This is an optimization exercise on Yosys and OpenROAD, whose aim is small area, a short achievable clock period and few clock cycles, not a production implementation. At most, simulation tests tie the RTL to the original design; equivalence was not proved. Power figures rest on the tool's default switching activity, not on a simulated workload.

==> module Data_selector, before the edit <==
module Data_selector(
	input clk,
	input rst,
	input data_collect_finish,
	input [7:0] data_in,
	output reg [7:0] data_out,
	output reg [13:0] read_select,
	output reg [13:0] write_out_se,
	output reg data_process_finish,
	output reg wr_enable
    );
	localparam integer H   = 9;                     
	localparam integer K   = H - 2;                 
	localparam integer R0L = 100 - H;               
	localparam [13:0] DN  = 100;                    
	localparam [13:0] DC  = 1 - 100 * (H - 1);      
	localparam [13:0] DB  = -199;                   
	localparam [13:0] DF  = -100 * (H - 1);         
	localparam [13:0] ALAST = (R0L - K + H - 1) * 100 + 99;
	localparam [13:0] W0  = -(8 * 100 + DC + 2 * 100 + DC);
	localparam [6:0] C98 = 7'd46;                   
	localparam [3:0] J1  = 4'd2;                    
	localparam [3:0] J7  = 4'd10;                   
	reg running;
	reg [3:0] j;                 
	reg [6:0] c;                 
	reg jl, j2, j1, je;          
	reg c0, c1, c99, cf, cx;     
	reg bf, bl;                  
	reg [7:0] D [1:2*H-1];       
	reg [9:0] hp;                
	reg [9:0] h1, h2, h3;        
	reg wr, blur;                
	reg wr1, blur1;              
	wire go = running | (data_collect_finish & ~data_process_finish & ~wr_enable & ~wr1);
	wire [9:0] h0 = hp + {2'b0, data_in};
	wire [11:0] sum = {2'b0, h3} + {1'b0, h2, 1'b0} + {2'b0, h1};
	always @(*) begin
		blur = 1'b0;
		if (cx)
			wr = !j1;                         
		else if (j2) begin
			if (c0) wr = !bf;                 
			else begin
				wr = 1'b1;
				blur = !c1 && !cf;            
			end
		end
		else if (j1)
			wr = bf ? !c0 : c0;               
		else
			wr = bl ? !c0 : cf;               
	end
	wire [13:0] dsw = !c99 ? DC : bl ? DF : DB;
	wire [13:0] a_next = read_select + (jl ? dsw : DN);
	wire [13:0] w_next = write_out_se + (je ? ((c1 && !bf) ? DB : DC) : DN);
	always @(posedge clk or posedge rst) begin
		if (rst) begin
			running <= 1'b0;
			j <= 4'd1;
			c <= 7'd1;
			jl <= 1'b0;
			j2 <= 1'b0;
			j1 <= 1'b0;
			je <= 1'b0;
			c0 <= 1'b1;
			c1 <= 1'b0;
			c99 <= 1'b0;
			cf <= 1'b0;
			cx <= 1'b0;
			bf <= 1'b1;
			bl <= 1'b0;
			read_select <= 0;
			wr1 <= 1'b0;
			wr_enable <= 1'b0;
			data_process_finish <= 1'b0;
		end
		else begin
			wr1 <= 1'b0;
			if (go) begin
				wr1 <= wr;
				running <= 1'b1;
				read_select <= ((jl && cf) || cx) ? 14'd0 : a_next;
				if (cx) begin
					j <= {j[2:0], j[3] ^ j[2]};
					j1 <= 1'b1;
					if (j1) begin
						j <= 4'd1;
						j1 <= 1'b0;
						c <= 7'd1;
						c0 <= 1'b1;
						cx <= 1'b0;
						bf <= 1'b1;
						bl <= 1'b0;
						running <= 1'b0;
					end
				end
				else if (!jl) begin
					j <= {j[2:0], j[3] ^ j[2]};
					jl <= (j == J7);
					j2 <= (j != 4'd1);
					j1 <= (j == 4'd1);
					je <= (j == J1);
				end
				else begin
					j <= 4'd1;
					jl <= 1'b0;
					j2 <= 1'b0;
					j1 <= 1'b0;
					je <= 1'b0;
					if (cf) begin
						cf <= 1'b0;
						cx <= 1'b1;
					end
					else if (c99) begin
						c99 <= 1'b0;
						if (bl) cf <= 1'b1;
						else begin
							c <= 7'd1;
							c0 <= 1'b1;
							bf <= 1'b0;
							bl <= (read_select == ALAST);
						end
					end
					else begin
						c <= {c[5:0], c[6] ^ c[5]};
						c0 <= 1'b0;
						c1 <= c0;
						c99 <= (c == C98);
					end
				end
			end
			else begin
				read_select <= 0;
				j <= 4'd1;
				c <= 7'd1;
				jl <= 1'b0;
				j2 <= 1'b0;
				j1 <= 1'b0;
				je <= 1'b0;
				c0 <= 1'b1;
				c1 <= 1'b0;
				c99 <= 1'b0;
				cf <= 1'b0;
				cx <= 1'b0;
				bf <= 1'b1;
				bl <= 1'b0;
			end
			wr_enable <= wr1;
			if (!running && wr_enable && !wr1) data_process_finish <= 1'b1;
			else if (!data_collect_finish) data_process_finish <= 1'b0;
		end
	end
	integer k;
	always @(posedge clk) begin
		blur1 <= blur;
		if (!running) write_out_se <= go ? W0 + DN : W0;
		else write_out_se <= w_next;
		D[1] <= data_in;
		for (k = 2; k <= 2 * H - 1; k = k + 1) D[k] <= D[k-1];
		hp <= {2'b0, D[2*H-1]} + {1'b0, D[H-1], 1'b0};
		h1 <= h0;
		h2 <= h1;
		h3 <= h2;
		data_out <= blur1 ? sum[11:4] : D[H+2];
	end
endmodule
==> flow/config.mk <==
export PLATFORM = sky130hd
export DESIGN_NAME = Data_selector
export DESIGN_NICKNAME = Data_selector
export VERILOG_FILES = /design/flow/design.v
export SDC_FILE = /design/flow/constraint.sdc
export NUM_CORES = 4
export LEC_CHECK = 0
export ABC_AREA = 1
export CAP_MARGIN = 20
export CORE_MARGIN = 2
export CORE_UTILIZATION = 55
export SETUP_SLACK_MARGIN = 3.3
export SLEW_MARGIN = 20
==> flow/constraint.sdc <==
create_clock -name core_clock -period 5.5 [get_ports {clk}]
set_input_delay 1.1000 -clock core_clock [delete_from_list [all_inputs] [get_ports {clk}]]
set_output_delay 1.1000 -clock core_clock [all_outputs]
set_load 0.01 [all_outputs]
standard.sh (not shown) runs the stock make flow with config.mk's settings and CLKGATE_MAP_FILE= SYNTH_SCRIPT=/design/flow/synth_recipe.tcl, a recipe that flattens the netlist after the stock synthesis.
==> flow/flow/run.sh <==
#!/bin/bash
# Standard ORFS layout (the standard.sh), with two changes:
#  - port buffers are the smallest buffer (buf_1) instead of clkdlybuf4s50_1;
#  - clock tree built from clkbuf_16 in clusters of up to 30 sinks, without dummy loads.
set -euo pipefail
bash standard.sh \
  "BUFFER_PORTS_ARGS=-buffer_cell sky130_fd_sc_hd__buf_1" \
  "CTS_ARGS=-sink_clustering_enable -repair_clock_nets -dont_use_dummy_load -buf_list sky130_fd_sc_hd__clkbuf_16 -sink_clustering_size 30 -sink_clustering_max_diameter 100" \
  finish > standard_flow.log 2>&1
The baseline produced a clean layout.
Testbench counts at the start, summed over its fixed seeds: cycles 302,760.
Rerun with:
--- a/flow/design.v
+++ b/flow/design.v
@@ -50,14 +50,20 @@
 		else if (j1)
 			wr = bf ? !c0 : c0;               
 		else
 			wr = bl ? !c0 : cf;               
 	end
 	wire [13:0] dsw = !c99 ? DC : bl ? DF : DB;
-	wire [13:0] a_next = read_select + (jl ? dsw : DN);
-	wire [13:0] w_next = write_out_se + (je ? ((c1 && !bf) ? DB : DC) : DN);
+	wire [13:0] astep = jl ? dsw : DN;
+	wire [7:0] a_lo = {1'b0, read_select[6:0]} + {1'b0, astep[6:0]};
+	wire [6:0] a_hi = read_select[13:7] + astep[13:7] + {6'b0, a_lo[7]};
+	wire [13:0] a_next = {a_hi, a_lo[6:0]};
+	wire [13:0] wstep = je ? ((c1 && !bf) ? DB : DC) : DN;
+	wire [7:0] w_lo = {1'b0, write_out_se[6:0]} + {1'b0, wstep[6:0]};
+	wire [6:0] w_hi = write_out_se[13:7] + wstep[13:7] + {6'b0, w_lo[7]};
+	wire [13:0] w_next = {w_hi, w_lo[6:0]};
 	always @(posedge clk or posedge rst) begin
 		if (rst) begin
 			running <= 1'b0;
 			j <= 4'd1;
 			c <= 7'd1;
 			jl <= 1'b0;
=>
- global-route usage came out higher by 0.18 points
- worst hold slack is better by 0.014 ns
- sequential cell count stays the same
- wire length came out lower by 1.8%
- cell count decreases by 2.4%
- count of clock-buffer cells in the layout decreases by 1
- power is lower by 0.53%
- area after synthesis is lower by about 3.4%
- worst setup slack gets worse by 0.68 ns
- clock skew is lower by 0.016 ns
- via count goes down by 3.5%
- design area rose by 1.4%
Function not checked in the second run of this note: the RTL went through the layout flow alone.

---

The RTL this note starts from:
==> flow/design.v <==
`timescale 1ns / 1ps
module Data_selector(
	input clk,
	input rst,
	input data_collect_finish,
	input [7:0] data_in,
	output reg [7:0] data_out,
	output reg [13:0] read_select,
	output reg [13:0] write_out_se,
	output reg data_process_finish,
	output reg wr_enable
    );
	localparam integer H   = 9;                     
	localparam integer K   = H - 2;                 
	localparam integer R0L = 100 - H;               
	localparam [13:0] DN  = 100;                    
	localparam [13:0] DC  = 1 - 100 * (H - 1);      
	localparam [13:0] DB  = -199;                   
	localparam [13:0] DF  = -100 * (H - 1);         
	localparam [13:0] ALAST = (R0L - K + H - 1) * 100 + 99;
	localparam [13:0] A1  = -201;                   
	localparam [13:0] A2  = 100 * (H - 1) - 102;    
	localparam [13:0] A3  = 98;                     
	localparam [13:0] A5  = 100 * (H - 1) - 101;    
	localparam [13:0] A6  = -100 * K - 101;         
	localparam [13:0] A9  = -200;                   
	localparam [13:0] A10 = 9899;                   
	localparam [13:0] A11 = 100 * (H - 2) - 1;      
	localparam [13:0] A12 = 100 * (H - 2);          
	localparam [6:0] C98 = 7'd46;                   
	localparam [3:0] J7  = 4'd10;                   
	localparam [1:0] S_NONE = 2'd0, S_BLUR = 2'd1, S_COLC = 2'd2, S_ROWC = 2'd3;
	reg running;
	reg p1, p2;                  
	reg [3:0] j;                 
	reg [6:0] c;                 
	reg jl, j2, j1;              
	reg c0, c1, c99, cf;         
	reg bf, bl;                  
	reg [7:0] D [1:2*H-1];       
	reg [9:0] hp;                
	reg [9:0] h1, h2;            
	reg [11:0] q;                
	reg [1:0] src, src1;         
	reg [13:0] aoff, aoff1;      
	wire go = running | (data_collect_finish & ~data_process_finish & ~p1 & ~p2);
	wire [9:0] h0 = hp + {2'b0, data_in};
	wire [11:0] sum = q + {2'b0, h1};
	always @(*) begin
		src = S_NONE;
		aoff = A1;
		if (j2) begin
			if (c0) begin
				if (!bf) begin
					src = S_COLC;
					aoff = jl ? A3 : A6;
				end
			end
			else if (cf) begin
				src = S_COLC;
				aoff = jl ? A10 : A9;
			end
			else begin
				src = c1 ? S_COLC : S_BLUR;
				if (!jl) aoff = A1;
				else if (!c99) aoff = A2;
				else if (bl) aoff = A5;
				else aoff = A3;
			end
		end
		else if (j1) begin
			if (bf && !cf) begin src = S_ROWC; aoff = A9; end
		end
		else begin
			if (cf) begin src = S_ROWC; aoff = A12; end
			else if (bl && !c0) begin src = S_ROWC; aoff = A11; end
		end
	end
	wire [13:0] dsw = !c99 ? DC : bl ? DF : DB;
	wire [13:0] a_row = read_select + DN;
	wire [13:0] a_sw = read_select + dsw;
	always @(posedge clk or posedge rst) begin
		if (rst) begin
			running <= 1'b0;
			p1 <= 1'b0;
			p2 <= 1'b0;
			j <= 4'd1;
			c <= 7'd1;
			jl <= 1'b0;
			j2 <= 1'b0;
			j1 <= 1'b0;
			c0 <= 1'b1;
			c1 <= 1'b0;
			c99 <= 1'b0;
			cf <= 1'b0;
			bf <= 1'b1;
			bl <= 1'b0;
			read_select <= 0;
			src1 <= S_NONE;
			wr_enable <= 1'b0;
			data_process_finish <= 1'b0;
		end
		else begin
			p2 <= p1;
			p1 <= 1'b0;
			src1 <= S_NONE;
			if (go) begin
				src1 <= src;
				running <= 1'b1;
				read_select <= !jl ? a_row : cf ? 14'd0 : a_sw;
				if (!jl) begin
					j <= {j[2:0], j[3] ^ j[2]};
					jl <= (j == J7);
					j2 <= (j != 4'd1);
					j1 <= (j == 4'd1);
				end
				else begin
					j <= 4'd1;
					jl <= 1'b0;
					j2 <= 1'b0;
					j1 <= 1'b0;
					if (cf) begin
						c <= 7'd1;
						c0 <= 1'b1;
						cf <= 1'b0;
						bf <= 1'b1;
						bl <= 1'b0;
						running <= 1'b0;
						p1 <= 1'b1;
					end
					else if (c99) begin
						c99 <= 1'b0;
						if (bl) cf <= 1'b1;
						else begin
							c <= 7'd1;
							c0 <= 1'b1;
							bf <= 1'b0;
							bl <= (read_select == ALAST);
						end
					end
					else begin
						c <= {c[5:0], c[6] ^ c[5]};
						c0 <= 1'b0;
						c1 <= c0;
						c99 <= (c == C98);
					end
				end
			end
			else begin
				read_select <= 0;
				j <= 4'd1;
				c <= 7'd1;
				jl <= 1'b0;
				j2 <= 1'b0;
				j1 <= 1'b0;
				c0 <= 1'b1;
				c1 <= 1'b0;
				c99 <= 1'b0;
				cf <= 1'b0;
				bf <= 1'b1;
				bl <= 1'b0;
			end
			wr_enable <= (src1 != S_NONE);
			if (p2) data_process_finish <= 1'b1;
			else if (!data_collect_finish) data_process_finish <= 1'b0;
		end
	end
	integer k;
	always @(posedge clk) begin
		aoff1 <= aoff;
		D[1] <= data_in;
		for (k = 2; k <= 2 * H - 1; k = k + 1) D[k] <= D[k-1];
		hp <= {2'b0, D[2*H-1]} + {1'b0, D[H-1], 1'b0};
		h1 <= h0;
		h2 <= h1;
		q <= {2'b0, h2} + {1'b0, h1, 1'b0};
		write_out_se <= read_select + aoff1;
		case (src1)
			S_BLUR: data_out <= sum[11:4];
			S_COLC: data_out <= D[H+2];
			default: data_out <= D[2];
		endcase
	end
endmodule
export LEC_CHECK = 0
export ABC_AREA = 1
export CAP_MARGIN = 20
export CORE_MARGIN = 2
export CORE_UTILIZATION = 55
export SETUP_SLACK_MARGIN = 3.2
export SLEW_MARGIN = 20
create_clock -name core_clock -period 5.5 [get_ports {clk}]
==> flow/flow/run.sh <==
#!/bin/bash
# Standard ORFS layout (the standard.sh), with two changes:
#  - port buffers are the smallest buffer (buf_1) instead of clkdlybuf4s50_1;
#  - clock tree built from clkbuf_8 in clusters of up to 16 sinks, without dummy loads.
set -euo pipefail
bash standard.sh \
  "BUFFER_PORTS_ARGS=-buffer_cell sky130_fd_sc_hd__buf_1" \
  "CTS_ARGS=-sink_clustering_enable -repair_clock_nets -dont_use_dummy_load -buf_list sky130_fd_sc_hd__clkbuf_8 -sink_clustering_size 16 -sink_clustering_max_diameter 50" \
  finish > standard_flow.log 2>&1
Then changed:
--- a/flow/design.v
+++ b/flow/design.v
@@ -78,6 +78,5 @@
 	end
 	wire [13:0] dsw = !c99 ? DC : bl ? DF : DB;
-	wire [13:0] a_row = read_select + DN;
-	wire [13:0] a_sw = read_select + dsw;
+	wire [13:0] a_next = read_select + (jl ? dsw : DN);
 	always @(posedge clk or posedge rst) begin
 		if (rst) begin
@@ -108,5 +107,5 @@
 				src1 <= src;
 				running <= 1'b1;
-				read_select <= !jl ? a_row : cf ? 14'd0 : a_sw;
+				read_select <= (jl && cf) ? 14'd0 : a_next;
 				if (!jl) begin
 					j <= {j[2:0], j[3] ^ j[2]};
Result:
- cell count drops by a few percent
- core utilization climbs by 0.16 points
- routed wire length drops by a few percent
- setup slack is better by 0.0069 ns
- via count drops by a few percent
- cell area drops by a few percent
- area after synthesis drops by a few percent
Testbench counts after the change, summed over its fixed seeds: cycles 302,736.
The RTL of the first run of this note was laid out without a check of its function.

==> static timing again, ports no longer ideal <==
In the flow no input, the clock included, has a driving cell. The finished layouts below were timed again as built, in two steps.
Step 1 (the two cells are an assumption about what drives the block):
set clk [get_ports {clk}]
set_driving_cell -lib_cell sky130_fd_sc_hd__clkbuf_16 $clk
set_driving_cell -lib_cell sky130_fd_sc_hd__buf_2 [delete_from_list [all_inputs] $clk]
Step 2 adds t to the input delays and takes it off the output delays; t is the mean of the earliest and latest rising clock arrival at the registers after step 1. Input paths then give back, and output paths get back, about the clock's delay inside the block.
a / b / c = ideal ports / drivers / drivers and shift; a / b = the first two.
run	shift t [ns]	setup slack, ns	clock arrival spread, ns	worst data-port slew with drivers (ns)
the first run of note 1	0.485	3.345 / 3.308 / 2.948	0.038 / 0.038	0.03
the second run of note 1	0.488	2.663 / 2.663 / 2.663	0.026 / 0.026	0.03
the first run of note 2	0.556	3.245 / 3.207 / 2.934	0.059 / 0.059	0.03
the second run of note 2	0.554	3.252 / 3.215 / 2.916	0.057 / 0.057	0.03
After both steps every run listed still meets setup and hold. The setup slack of the first run of note 1, which loses most, moves by -0.037 ns with the drivers and by -0.397 ns with both steps.
